Background: an optimization exercise with open tools, aiming at small area. Do not read the settings as production practice.
The RTL was checked by simulation tests, not by an equivalence proof against the original design.
The clock port is modelled as an ideal driver, which makes a skipped or thinned clock tree look cheaper than it is; a real chip needs a root buffer or a tree.
Power and IR drop assume default switching activity.

Setup of build 16:
// nuclear_top
module nuclear_top(
    input clk_100MHz,
    input reset,
    input [11:0] sw,
    output hsync,
    output vsync,
    output [11:0] rgb
);
Size: ~290 cells after synthesis, ~23 flip-flops, ~28 I/O pins, roughly 1900 µm² of cells after synthesis.
==> flow/config.mk <==
export PLATFORM = sky130hd
export DESIGN_NAME = nuclear_top
export DESIGN_NICKNAME = nuclear_top
export VERILOG_FILES = /design/flow/design.v
export SDC_FILE = /design/flow/constraint.sdc
export NUM_CORES = 4
export LEC_CHECK = 0
export ABC_AREA = 1
export CAP_MARGIN = 20
export CORE_MARGIN = 2
export CORE_UTILIZATION = 40
export SLEW_MARGIN = 20
export BUFFER_PORTS_ARGS = -buffer_cell sky130_fd_sc_hd__buf_1
export POST_FLOORPLAN_TCL = /design/flow/flow/downsize.tcl
export CTS_ARGS = -sink_clustering_enable -repair_clock_nets -dont_use_dummy_load
==> flow/constraint.sdc <==
create_clock -name core_clock -period 14.0 [get_ports {clk_100MHz}]
set_input_delay 2.8000 -clock core_clock [delete_from_list [all_inputs] [get_ports {clk_100MHz}]]
set_output_delay 2.8000 -clock core_clock [all_outputs]
set_load 0.01 [all_outputs]
standard.sh (not shown) runs the stock make flow with config.mk's settings and CLKGATE_MAP_FILE= SYNTH_SCRIPT=/design/flow/synth_recipe.tcl, a recipe that flattens the netlist after the stock synthesis.
==> flow/flow/run.sh <==
#!/bin/bash
# Layout flow: the standard ORFS flow (standard.sh) unchanged, plus
#  - port buffers of the smallest buffer cell (buf_1) instead of the default,
#  - after floorplan, every logic cell set to the smallest drive of its kind
#    (the design has ~8 ns of slack; later repair steps size up where needed),
#  - clock tree without dummy loads, from small clock buffers.
set -euo pipefail
here=$(pwd)
cat >> config.mk <<EOC
export BUFFER_PORTS_ARGS = -buffer_cell sky130_fd_sc_hd__buf_1
export POST_FLOORPLAN_TCL = $here/flow/downsize.tcl
export CTS_ARGS = ${FLOW_CTS_ARGS:--sink_clustering_enable -repair_clock_nets -dont_use_dummy_load}
EOC
bash standard.sh finish > "$here/flow_make.log" 2>&1
==> flow/flow/downsize.tcl <==
# Set every non-sequential cell to the smallest-area drive strength of the same
# cell family (same name but the _N suffix), keeping its pins.
set ::dont_use_pats $::env(DONT_USE_CELLS)
proc is_dont_use {name} {
  foreach p $::dont_use_pats { if {[string match $p $name]} { return 1 } }
  return 0
}
set n 0
foreach inst [[ord::get_db_block] getInsts] {
  set m [$inst getMaster]
  set name [$m getName]
  if {![regexp {^(sky130_fd_sc_hd__[a-z0-9]+)_([0-9]+)$} $name -> base drive]} { continue }
  if {[regexp {df|dl|sdf|edf|conb|tap|fill|decap|clkbuf|clkinv|clkdly|dlygate|buf} $base]} { continue }
  set best $name
  set best_area [expr {[$m getWidth] * [$m getHeight]}]
  foreach d {0 1 2 4 6 8 12 16} {
    set cand ${base}_$d
    set cm [[ord::get_db] findMaster $cand]
    if {$cm == "NULL" || [is_dont_use $cand]} { continue }
    set a [expr {[$cm getWidth] * [$cm getHeight]}]
    if {$a < $best_area} { set best $cand; set best_area $a }
  }
  if {$best ne $name} {
    replace_cell [$inst getName] $best
    incr n
  }
}
puts "downsize: $n cells set to a smaller drive"
Build 16: PASS, flow complete, no timing, DRC or antenna violations
What build 61 does differently from build 16 at the input level:
-- flow/flow/downsize.tcl --
<<< build 16, line 1
# Set every non-sequential cell to the smallest-area drive strength of the same
# cell family (same name but the _N suffix), keeping its pins.
set ::dont_use_pats $::env(DONT_USE_CELLS)
proc is_dont_use {name} {
  foreach p $::dont_use_pats { if {[string match $p $name]} { return 1 } }
>>> build 61, line 1
# Set every non-sequential cell to the smallest-area drive strength of the same
# cell family (same name but the _N suffix), keeping its pins.
set dont_use_pats $::env(DONT_USE_CELLS)
proc is_dont_use {name} {
  foreach p $::dont_use_pats { if {[string match $p $name]} { return 1 } }
==> comparison <==
The remaining runs in build 61 and build 16 completed every stage, whereas build 61 halted early. Going from build 16 to build 61, area share of fa/ha/maj cells after synthesis has remained practically unchanged, post-synthesis share of cell area spent on xor and xnor gates about even, area of the mapped netlist now sits at about the same level, floorplan row count held, share of synthesized cell area in and, or, nand and nor gates level. Reported for build 61 and build 16, synthesized cell count turned out identical to the last digit.
Relative to build 61, the following input files were edited for build 64:
Settings: clearing POST_FLOORPLAN_TCL, which used to be /design/flow/flow/downsize.tcl; clearing BUFFER_PORTS_ARGS, which used to be -buffer_cell sky130_fd_sc_hd__buf_1; clearing CTS_ARGS, which used to be -sink_clustering_enable -repair_clock_nets -dont_use_dummy_load.
==> flow/run.sh (new file) <==
#!/bin/bash
# synth_recipe.tcl (not shown) runs the flow's synth.tcl, then flattens the netlist and writes it again
# the make line also repeats each setting of config.mk as NAME=value (left out here)
make -C /OpenROAD-flow-scripts/flow DESIGN_CONFIG=/design/flow/config.mk WORK_HOME=/design/flow/orfs CLKGATE_MAP_FILE= SYNTH_SCRIPT=/design/flow/synth_recipe.tcl finish
removed: flow/flow/run.sh
removed: flow/flow/downsize.tcl
removed: flow/standard.sh
Build 64: all stages complete, timing, DRC and antenna checks passed. Taking build 61 as the reference, in build 64 number of enable flip-flop cells after synthesis closely matched the old numbers, cell area after technology mapping flat, xor and xnor area share after synthesis closely matched the old numbers, standard-cell row count about even, number of distinct library cells after synthesis about even. As far as synthesized area divided by synthesized cell count goes, build 61 and build 64 are indistinguishable; the numbers are identical.

* * *

## JK
nuclear_top, a different RTL version from the one above (not shown whole).
Size: about 28 I/O pins, ~1700 µm² of cells after synthesis.
==> flow/design.v (excerpt) <==
module nuclear_top(
    input clk_100MHz,
    input reset,
    input [11:0] sw,
    output hsync,
    output vsync,
    output [11:0] rgb
);
==> flow/config.mk <==
export PLATFORM = sky130hd
export DESIGN_NAME = nuclear_top
export DESIGN_NICKNAME = nuclear_top
export VERILOG_FILES = /design/flow/design.v
export SDC_FILE = /design/flow/constraint.sdc
export NUM_CORES = 4
export LEC_CHECK = 0
export ABC_AREA = 1
export CAP_MARGIN = 20
export CORE_MARGIN = 2
export CORE_UTILIZATION = 40
export SLEW_MARGIN = 20
export BUFFER_PORTS_ARGS = -buffer_cell sky130_fd_sc_hd__buf_1
export POST_FLOORPLAN_TCL = /design/flow/flow/downsize.tcl
export CTS_ARGS = -sink_clustering_enable -repair_clock_nets -dont_use_dummy_load
==> flow/constraint.sdc <==
create_clock -name core_clock -period 14.0 [get_ports {clk_100MHz}]
set_input_delay 2.8000 -clock core_clock [delete_from_list [all_inputs] [get_ports {clk_100MHz}]]
set_output_delay 2.8000 -clock core_clock [all_outputs]
set_load 0.01 [all_outputs]
==> flow/flow/run.sh <==
#!/bin/bash
# Layout flow: the standard ORFS flow (standard.sh), with these changes:
#  - synthesis is the standard flow's script (synth_recipe.tcl) with only ABC's mapping script
#    replaced by flow/map.abc (area-oriented mapping, no buffering or upsizing);
#    the registers, their cells and names are the standard synthesis's: the standard
#    synthesis runs first, and flow/fixnames.py gives any register whose name yosys
#    numbered (rather than naming it after its net) the standard synthesis's name;
#  - port buffers of the smallest buffer cell (buf_1) instead of the default;
#  - after floorplan, every logic cell set to the smallest drive of its kind
#    (the design has ~8 ns of slack; later repair steps size up where needed);
#  - clock tree without dummy loads.
# Every tool's output is in orfs/logs/ (the standard synthesis's in std_logs/);
# make's own output in flow_*.log.
set -euo pipefail
here=$(pwd)
res=$here/orfs/results/$FLOW_PLATFORM/nuclear_top/base
# 1. the standard synthesis, for its register names
bash standard.sh synth > "$here/flow_std_synth.log" 2>&1
cp "$res/1_2_yosys.v" "$here/std_1_2_yosys.v"
cp -r "$here/orfs/logs" "$here/std_logs"
rm -rf "$here/orfs"
# 2. this flow's synthesis, names fixed to the standard ones
sed "s|@ABC_SCRIPT@|$here/flow/map.abc|" flow/synth_tmpl.tcl > "$here/flow_synth.tcl"
cat >> config.mk <<EOC
export BUFFER_PORTS_ARGS = -buffer_cell sky130_fd_sc_hd__buf_1
export POST_FLOORPLAN_TCL = $here/flow/downsize.tcl
export CTS_ARGS = -sink_clustering_enable -repair_clock_nets -dont_use_dummy_load
EOC
bash standard.sh "SYNTH_SCRIPT=$here/flow_synth.tcl" "$res/1_2_yosys.v" > "$here/flow_synth.log" 2>&1
python3 flow/fixnames.py "$here/std_1_2_yosys.v" "$res/1_2_yosys.v" > "$here/fixnames.log" 2>&1
# 3. the rest of the standard flow
bash standard.sh "SYNTH_SCRIPT=$here/flow_synth.tcl" finish > "$here/flow_make.log" 2>&1
Other scripts of this flow, unchanged in this note and not shown: flow/flow/downsize.tcl, flow/flow/fixnames.py, flow/flow/map.abc, flow/flow/synth_tmpl.tcl
Both conditions hold for JK: the flow ran to the end and the final layout passed the timing, design-rule and antenna checks.
What MS does differently from JK at the input level:
# JK
export LEC_CHECK = 0
export ABC_AREA = 1
export CAP_MARGIN = 20
export CORE_MARGIN = 2
export CORE_UTILIZATION = 40
export SLEW_MARGIN = 20
export BUFFER_PORTS_ARGS = -buffer_cell sky130_fd_sc_hd__buf_1
export POST_FLOORPLAN_TCL = /design/flow/flow/downsize.tcl
export CTS_ARGS = -sink_clustering_enable -repair_clock_nets -dont_use_dummy_load
create_clock -name core_clock -period 14.0 [get_ports {clk_100MHz}]
# MS
export LEC_CHECK = 0
export ABC_AREA = 1
export CAP_MARGIN = 20
export CORE_MARGIN = 2
export CORE_UTILIZATION = 40
export SLEW_MARGIN = 20
export BUFFER_PORTS_ARGS = -buffer_cell sky130_fd_sc_hd__buf_1
export POST_FLOORPLAN_TCL = /design/flow/flow/downsize.tcl
export CTS_ARGS = -sink_clustering_enable -repair_clock_nets -dont_use_dummy_load
export POST_CTS_TCL = /design/flow/flow/onebuf.tcl
create_clock -name core_clock -period 14.0 [get_ports {clk_100MHz}]
--- a/flow/flow/run.sh
+++ b/flow/flow/run.sh
@@ -27,2 +27,3 @@
 export CTS_ARGS = -sink_clustering_enable -repair_clock_nets -dont_use_dummy_load
+export POST_CTS_TCL = $here/flow/onebuf.tcl
 EOC
==> flow/flow/onebuf.tcl (new file) <==
# After CTS: hang every register on the clock tree's root buffer and remove the
# leaf buffers under it. The design has ~22 registers close together, which one
# clkbuf_16 drives with a clock-pin slew under the limit; the clock port
# still drives only the root buffer, made a clkbuf_16.
set block [ord::get_db_block]
set clk_net [[$block findBTerm clk_100MHz] getNet]
set root ""
foreach it [$clk_net getITerms] {
  set inst [$it getInst]
  if {[string match "sky130_fd_sc_hd__clkbuf_*" [[$inst getMaster] getName]]} { set root $inst }
}
if {$root eq ""} { error "onebuf: no root clock buffer" }
set root_out [[$root findITerm X] getNet]
set moved 0
set removed 0
foreach it [$root_out getITerms] {
  set inst [$it getInst]
  if {$inst == $root} { continue }
  if {![string match "sky130_fd_sc_hd__clkbuf_*" [[$inst getMaster] getName]]} { continue }
  set leaf_out [[$inst findITerm X] getNet]
  foreach lit [$leaf_out getITerms] {
    if {[$lit getInst] == $inst} { continue }
    $lit disconnect
    $lit connect $root_out
    incr moved
  }
  odb::dbInst_destroy $inst
  odb::dbNet_destroy $leaf_out
  incr removed
}
replace_cell [$root getName] sky130_fd_sc_hd__clkbuf_16
puts "onebuf: removed $removed leaf buffers, moved $moved clock pins to [$root_out getName]"
detailed_placement
check_placement -verbose
estimate_parasitics -placement
report_clock_min_period
Notes after the runs:
The final layout from MS, which completed every stage, passed the timing, design-rule and antenna checks at the end of the flow. Setup slack in MS is larger than in JK. As of MS, power had fallen by a little under 10% compared to JK. In the metrics for JK and MS, the one carrying the lower finished layout cell area is MS. Looking at wire length, MS sits above JK.

-- what the ideal ports hide --
How much do the figures lean on ideal ports? The routed layouts below were timed once more, with nothing changed but the port constraints.
Step 1, drivers: a clkbuf_16 drives clk_100MHz and a buf_2 each remaining input, both assumed.
Step 2 moves the port delays by t, midway between the first and last clock arrival at a register: inputs arrive t later, outputs are due t later. That takes back most of the time a late clock gives input paths.
Three values: ideal ports, drivers, drivers and shift; two values: the first two.
run	t (ns)	setup slack, ns	hold slack, ns
build 16	0.290	8.571 / 8.545 / 8.835	0.441 / 0.441 / 0.441
build 64	0.294	8.188 / 8.162 / 8.456	0.440 / 0.440 / 0.440
JK	0.286	7.788 / 7.760 / 8.046	0.410 / 0.410 / 0.410
MS	0.192	7.899 / 7.867 / 8.059	0.421 / 0.421 / 0.421
After both steps setup and hold are still met in every run listed.
